Background: an optimization exercise with open tools, aiming at small area. Do not read the settings as production practice.
Function was checked by simulation only, so behaviour that the tests miss may differ from the original.
The clock port is modelled as an ideal driver; clocking choices that lean on that would not hold on a real chip.
Power figures rest on the tool's default switching activity, not on a simulated workload.

Design RegFile, start of the top module:
module RegFile #( parameter
                    width = 32, count = 32
                  ) (
                    read_enable,write_enable, read_addr1, read_addr2, read_data1, read_data2 ,write_data, clk, rst
                    ,write_addr
                  );
Size in the first run: about 3300 cells after synthesis, about 1100 flip-flops, ~120 I/O pins.
clock: 10.0 ns
lec_check: 0
cap_margin: 20
core_margin: 2
core_utilization: 55
gpl_timing_driven: 0
slew_margin: 20
synth_hierarchical: 1
synth_minimum_keep_size: 0
standard.sh (not shown) runs the stock make flow with config.mk's settings and CLKGATE_MAP_FILE= SYNTH_SCRIPT=/design/flow/synth_recipe.tcl, a recipe that flattens the netlist after the stock synthesis.
==> flow/flow/run.sh <==
#!/bin/bash
# Standard ORFS layout with a few extra knobs:
#  - port buffers are the smallest buffer (buf_1) instead of the flow's default pick
#  - CTS without dummy loads, clkbuf_16 root and tree buffers, clkbuf_8 leaf buffers
#    in larger sink clusters; post_cts.tcl then merges the clock inverters of the
#    falling-edge flip-flops that share a clock net and upsizes any clock buffer or
#    inverter whose flip-flop clock pins see too slow a slew
#  - buffers above buf_2 are kept out of the post-synthesis repair steps
#  - pre_gpl.tcl removes the buffers synthesis inserted before placement
set -uo pipefail
PDU="sky130_fd_sc_hd__probe_p_8 sky130_fd_sc_hd__probec_p_8 sky130_fd_sc_hd__lpflow_bleeder_1 sky130_fd_sc_hd__lpflow_clkbufkapwr_1 sky130_fd_sc_hd__lpflow_clkbufkapwr_16 sky130_fd_sc_hd__lpflow_clkbufkapwr_2 sky130_fd_sc_hd__lpflow_clkbufkapwr_4 sky130_fd_sc_hd__lpflow_clkbufkapwr_8 sky130_fd_sc_hd__lpflow_clkinvkapwr_1 sky130_fd_sc_hd__lpflow_clkinvkapwr_16 sky130_fd_sc_hd__lpflow_clkinvkapwr_2 sky130_fd_sc_hd__lpflow_clkinvkapwr_4 sky130_fd_sc_hd__lpflow_clkinvkapwr_8 sky130_fd_sc_hd__lpflow_decapkapwr_12 sky130_fd_sc_hd__lpflow_decapkapwr_3 sky130_fd_sc_hd__lpflow_decapkapwr_4 sky130_fd_sc_hd__lpflow_decapkapwr_6 sky130_fd_sc_hd__lpflow_decapkapwr_8 sky130_fd_sc_hd__lpflow_inputiso0n_1 sky130_fd_sc_hd__lpflow_inputiso0p_1 sky130_fd_sc_hd__lpflow_inputiso1n_1 sky130_fd_sc_hd__lpflow_inputiso1p_1 sky130_fd_sc_hd__lpflow_inputisolatch_1 sky130_fd_sc_hd__lpflow_isobufsrc_1 sky130_fd_sc_hd__lpflow_isobufsrc_16 sky130_fd_sc_hd__lpflow_isobufsrc_2 sky130_fd_sc_hd__lpflow_isobufsrc_4 sky130_fd_sc_hd__lpflow_isobufsrc_8 sky130_fd_sc_hd__lpflow_isobufsrckapwr_16 sky130_fd_sc_hd__lpflow_lsbuf_lh_hl_isowell_tap_1 sky130_fd_sc_hd__lpflow_lsbuf_lh_hl_isowell_tap_2 sky130_fd_sc_hd__lpflow_lsbuf_lh_hl_isowell_tap_4 sky130_fd_sc_hd__lpflow_lsbuf_lh_isowell_4 sky130_fd_sc_hd__lpflow_lsbuf_lh_isowell_tap_1 sky130_fd_sc_hd__lpflow_lsbuf_lh_isowell_tap_2 sky130_fd_sc_hd__lpflow_lsbuf_lh_isowell_tap_4"
BIG="sky130_fd_sc_hd__buf_4 sky130_fd_sc_hd__buf_6 sky130_fd_sc_hd__buf_8 sky130_fd_sc_hd__buf_12 sky130_fd_sc_hd__buf_16 sky130_fd_sc_hd__bufbuf_16 sky130_fd_sc_hd__bufbuf_8"
bash standard.sh synth > synth.log 2>&1 || exit 1
bash standard.sh \
  "CTS_ARGS=-sink_clustering_enable -repair_clock_nets -dont_use_dummy_load -root_buf sky130_fd_sc_hd__clkbuf_16 -tree_buf sky130_fd_sc_hd__clkbuf_16 -sink_clustering_size 16 -sink_clustering_max_diameter 100 -buf_list sky130_fd_sc_hd__clkbuf_8" \
  "POST_CTS_TCL=$PWD/flow/post_cts.tcl" \
  "PRE_GLOBAL_PLACE_TCL=$PWD/flow/pre_gpl.tcl" \
  "BUFFER_PORTS_ARGS=-buffer_cell sky130_fd_sc_hd__buf_1" \
  "DONT_USE_CELLS=$PDU $BIG" \
  finish > finish.log 2>&1
==> flow/flow/post_cts.tcl <==
# 1) Merge the per-flop clock inverters that repair_clock_inverters cloned: the
#    inverters fed by the same clock net drive their flip-flops from one inverter.
# 2) Upsize clock buffers and inverters whose flip-flop clock pins see too slow a slew.
set block [ord::get_db_block]
set groups [dict create]
foreach inst [$block getInsts] {
  set m [[$inst getMaster] getName]
  if {![string match "sky130_fd_sc_hd__inv_*" $m] && ![string match "sky130_fd_sc_hd__clkinv_*" $m]} { continue }
  set in_net ""; set out_net ""
  foreach it [$inst getITerms] {
    if {[$it isInputSignal]} { set in_net [$it getNet] }
    if {[$it isOutputSignal]} { set out_net [$it getNet] }
  }
  if {$in_net == "" || $out_net == "" || $in_net == "NULL" || $out_net == "NULL"} { continue }
  if {[$in_net getSigType] != "CLOCK"} { continue }
  set only_clk 1
  foreach it [$out_net getITerms] {
    if {[$it getInst] == $inst} { continue }
    if {[[$it getMTerm] getName] != "CLK"} { set only_clk 0 }
  }
  if {[llength [$out_net getBTerms]] > 0} { set only_clk 0 }
  if {!$only_clk} { continue }
  dict lappend groups [$in_net getName] $inst
}
set merged 0
dict for {netname insts} $groups {
  set keep [lindex $insts 0]
  set keep_out ""
  foreach it [$keep getITerms] { if {[$it isOutputSignal]} { set keep_out [$it getNet] } }
  foreach inst [lrange $insts 1 end] {
    set out ""
    foreach it [$inst getITerms] { if {[$it isOutputSignal]} { set out [$it getNet] } }
    foreach it [$out getITerms] {
      if {[$it getInst] == $inst} { continue }
      $it disconnect
      $it connect $keep_out
    }
    foreach it [$inst getITerms] { $it disconnect }
    odb::dbInst_destroy $inst
    odb::dbNet_destroy $out
    incr merged
  }
}
puts "post_cts: merged $merged clock inverters into [dict size $groups]"

set clk_slew_target 0.106
set up_map [dict create \
  sky130_fd_sc_hd__clkbuf_1 sky130_fd_sc_hd__clkbuf_2 \
  sky130_fd_sc_hd__clkbuf_2 sky130_fd_sc_hd__clkbuf_4 \
  sky130_fd_sc_hd__clkbuf_4 sky130_fd_sc_hd__clkbuf_8 \
  sky130_fd_sc_hd__clkbuf_8 sky130_fd_sc_hd__clkbuf_16 \
  sky130_fd_sc_hd__inv_1 sky130_fd_sc_hd__clkinv_2 \
  sky130_fd_sc_hd__inv_2 sky130_fd_sc_hd__clkinv_2 \
  sky130_fd_sc_hd__clkinv_1 sky130_fd_sc_hd__clkinv_2 \
  sky130_fd_sc_hd__clkinv_2 sky130_fd_sc_hd__clkinv_4 \
  sky130_fd_sc_hd__clkinv_4 sky130_fd_sc_hd__clkinv_8 \
  sky130_fd_sc_hd__clkinv_8 sky130_fd_sc_hd__clkinv_16]
for {set iter 0} {$iter < 6} {incr iter} {
  detailed_placement
  estimate_parasitics -placement
  set fix {}
  foreach pin [get_pins -hierarchical */CLK] {
    if {[get_property $pin slew_max] > $clk_slew_target} {
      set net [get_nets -of_objects $pin]
      foreach drv [get_pins -of_objects $net -filter "direction == output"] {
        set inst [get_cells -of_objects $drv]
        dict set fix [get_full_name $inst] [get_property $inst ref_name]
      }
    }
  }
  set n 0
  dict for {name ref} $fix {
    if {[dict exists $up_map $ref]} {
      replace_cell [get_cells $name] [dict get $up_map $ref]
      incr n
    }
  }
  puts "post_cts: pass $iter upsized $n clock drivers"
  if {$n == 0} { break }
}
detailed_placement
estimate_parasitics -placement
repair_design -slew_margin 20 -cap_margin 20
detailed_placement
estimate_parasitics -placement
Other scripts of this flow, unchanged in this note and not shown: flow/flow/pre_gpl.tcl
The starting point finished clean.
Then changed:
--- a/flow/flow/post_cts.tcl
+++ b/flow/flow/post_cts.tcl
@@ -44,5 +44,5 @@
 puts "post_cts: merged $merged clock inverters into [dict size $groups]"
 
-set clk_slew_target 0.106
+set clk_slew_target 0.100
 set up_map [dict create \
   sky130_fd_sc_hd__clkbuf_1 sky130_fd_sc_hd__clkbuf_2 \
Settings changed: CORE_UTILIZATION 55 to 45.
- design area goes up by 1.3%
- worst hold slack gets better by 0.0044 ns
- routed wire length goes up by about 4.4%
- synthesized area does not change
- sequential share of layout area goes down by 0.65 points
- count of clock-buffer cells in the layout does not change
- register-to-register slack gets worse by 0.07 ns
- critical path depth stays the same
Then changed:
--- a/flow/flow/run.sh
+++ b/flow/flow/run.sh
@@ -7,4 +7,5 @@
 #    inverter whose flip-flop clock pins see too slow a slew
 #  - buffers above buf_2 are kept out of the post-synthesis repair steps
+#  - power recovery after global routing, which downsizes gates with slack to spare
 #  - pre_gpl.tcl removes the buffers synthesis inserted before placement
 set -uo pipefail
@@ -16,4 +17,5 @@
   "POST_CTS_TCL=$PWD/flow/post_cts.tcl" \
   "PRE_GLOBAL_PLACE_TCL=$PWD/flow/pre_gpl.tcl" \
+  RECOVER_POWER=100 \
   "BUFFER_PORTS_ARGS=-buffer_cell sky130_fd_sc_hd__buf_1" \
   "DONT_USE_CELLS=$PDU $BIG" \
--- a/flow/flow/post_cts.tcl
+++ b/flow/flow/post_cts.tcl
@@ -44,5 +44,5 @@
 puts "post_cts: merged $merged clock inverters into [dict size $groups]"
 
-set clk_slew_target 0.100
+set clk_slew_target 0.110
 set up_map [dict create \
   sky130_fd_sc_hd__clkbuf_1 sky130_fd_sc_hd__clkbuf_2 \
Settings changed: CORE_UTILIZATION 45 to 55.
Outcome:
- The changed run finished but failed the layout checks on capacitance limit, slew limit
- critical path depth does not change
- synthesized cell count is unchanged
- die area shrinks by 18%
- synthesized area is unchanged
- power shrinks by 3.2%
- sequential power hardly moves
- sequential cell count is unchanged
- setup slack degrades by 0.20 ns
- clock skew grows by 0.0075 ns
- via count shrinks by about 0.64%
- first-iteration DRC count grows by about 6%
Then changed:
--- a/flow/flow/run.sh
+++ b/flow/flow/run.sh
@@ -7,5 +7,4 @@
 #    inverter whose flip-flop clock pins see too slow a slew
 #  - buffers above buf_2 are kept out of the post-synthesis repair steps
-#  - power recovery after global routing, which downsizes gates with slack to spare
 #  - pre_gpl.tcl removes the buffers synthesis inserted before placement
 set -uo pipefail
@@ -17,5 +16,4 @@
   "POST_CTS_TCL=$PWD/flow/post_cts.tcl" \
   "PRE_GLOBAL_PLACE_TCL=$PWD/flow/pre_gpl.tcl" \
-  RECOVER_POWER=100 \
   "BUFFER_PORTS_ARGS=-buffer_cell sky130_fd_sc_hd__buf_1" \
   "DONT_USE_CELLS=$PDU $BIG" \
--- a/flow/flow/post_cts.tcl
+++ b/flow/flow/post_cts.tcl
@@ -44,5 +44,5 @@
 puts "post_cts: merged $merged clock inverters into [dict size $groups]"
 
-set clk_slew_target 0.110
+set clk_slew_target 0.106
 set up_map [dict create \
   sky130_fd_sc_hd__clkbuf_1 sky130_fd_sc_hd__clkbuf_2 \
Settings changed: CORE_UTILIZATION 55 to 60.
Effect: This time the run completed with no timing, DRC or antenna violations; power barely changes; worst hold slack gains 0.0032 ns; cell count went down slightly; sequential cell count is unchanged; routed wire length went down slightly; critical path depth does not change.
Then changed:
--- a/flow/flow/post_cts.tcl
+++ b/flow/flow/post_cts.tcl
@@ -44,5 +44,5 @@
 puts "post_cts: merged $merged clock inverters into [dict size $groups]"
 
-set clk_slew_target 0.106
+set clk_slew_target 0.100
 set up_map [dict create \
   sky130_fd_sc_hd__clkbuf_1 sky130_fd_sc_hd__clkbuf_2 \
Settings changed: CORE_UTILIZATION 60 to 55.
Effect: The changed run completed without violations. Die area came out higher by a little under a tenth. Hold slack loses 0.0093 ns. Synthesized area is unchanged. First-iteration DRC count came out lower by a few percent. Clock power came out higher by a little under a tenth. Sequential power barely changes.
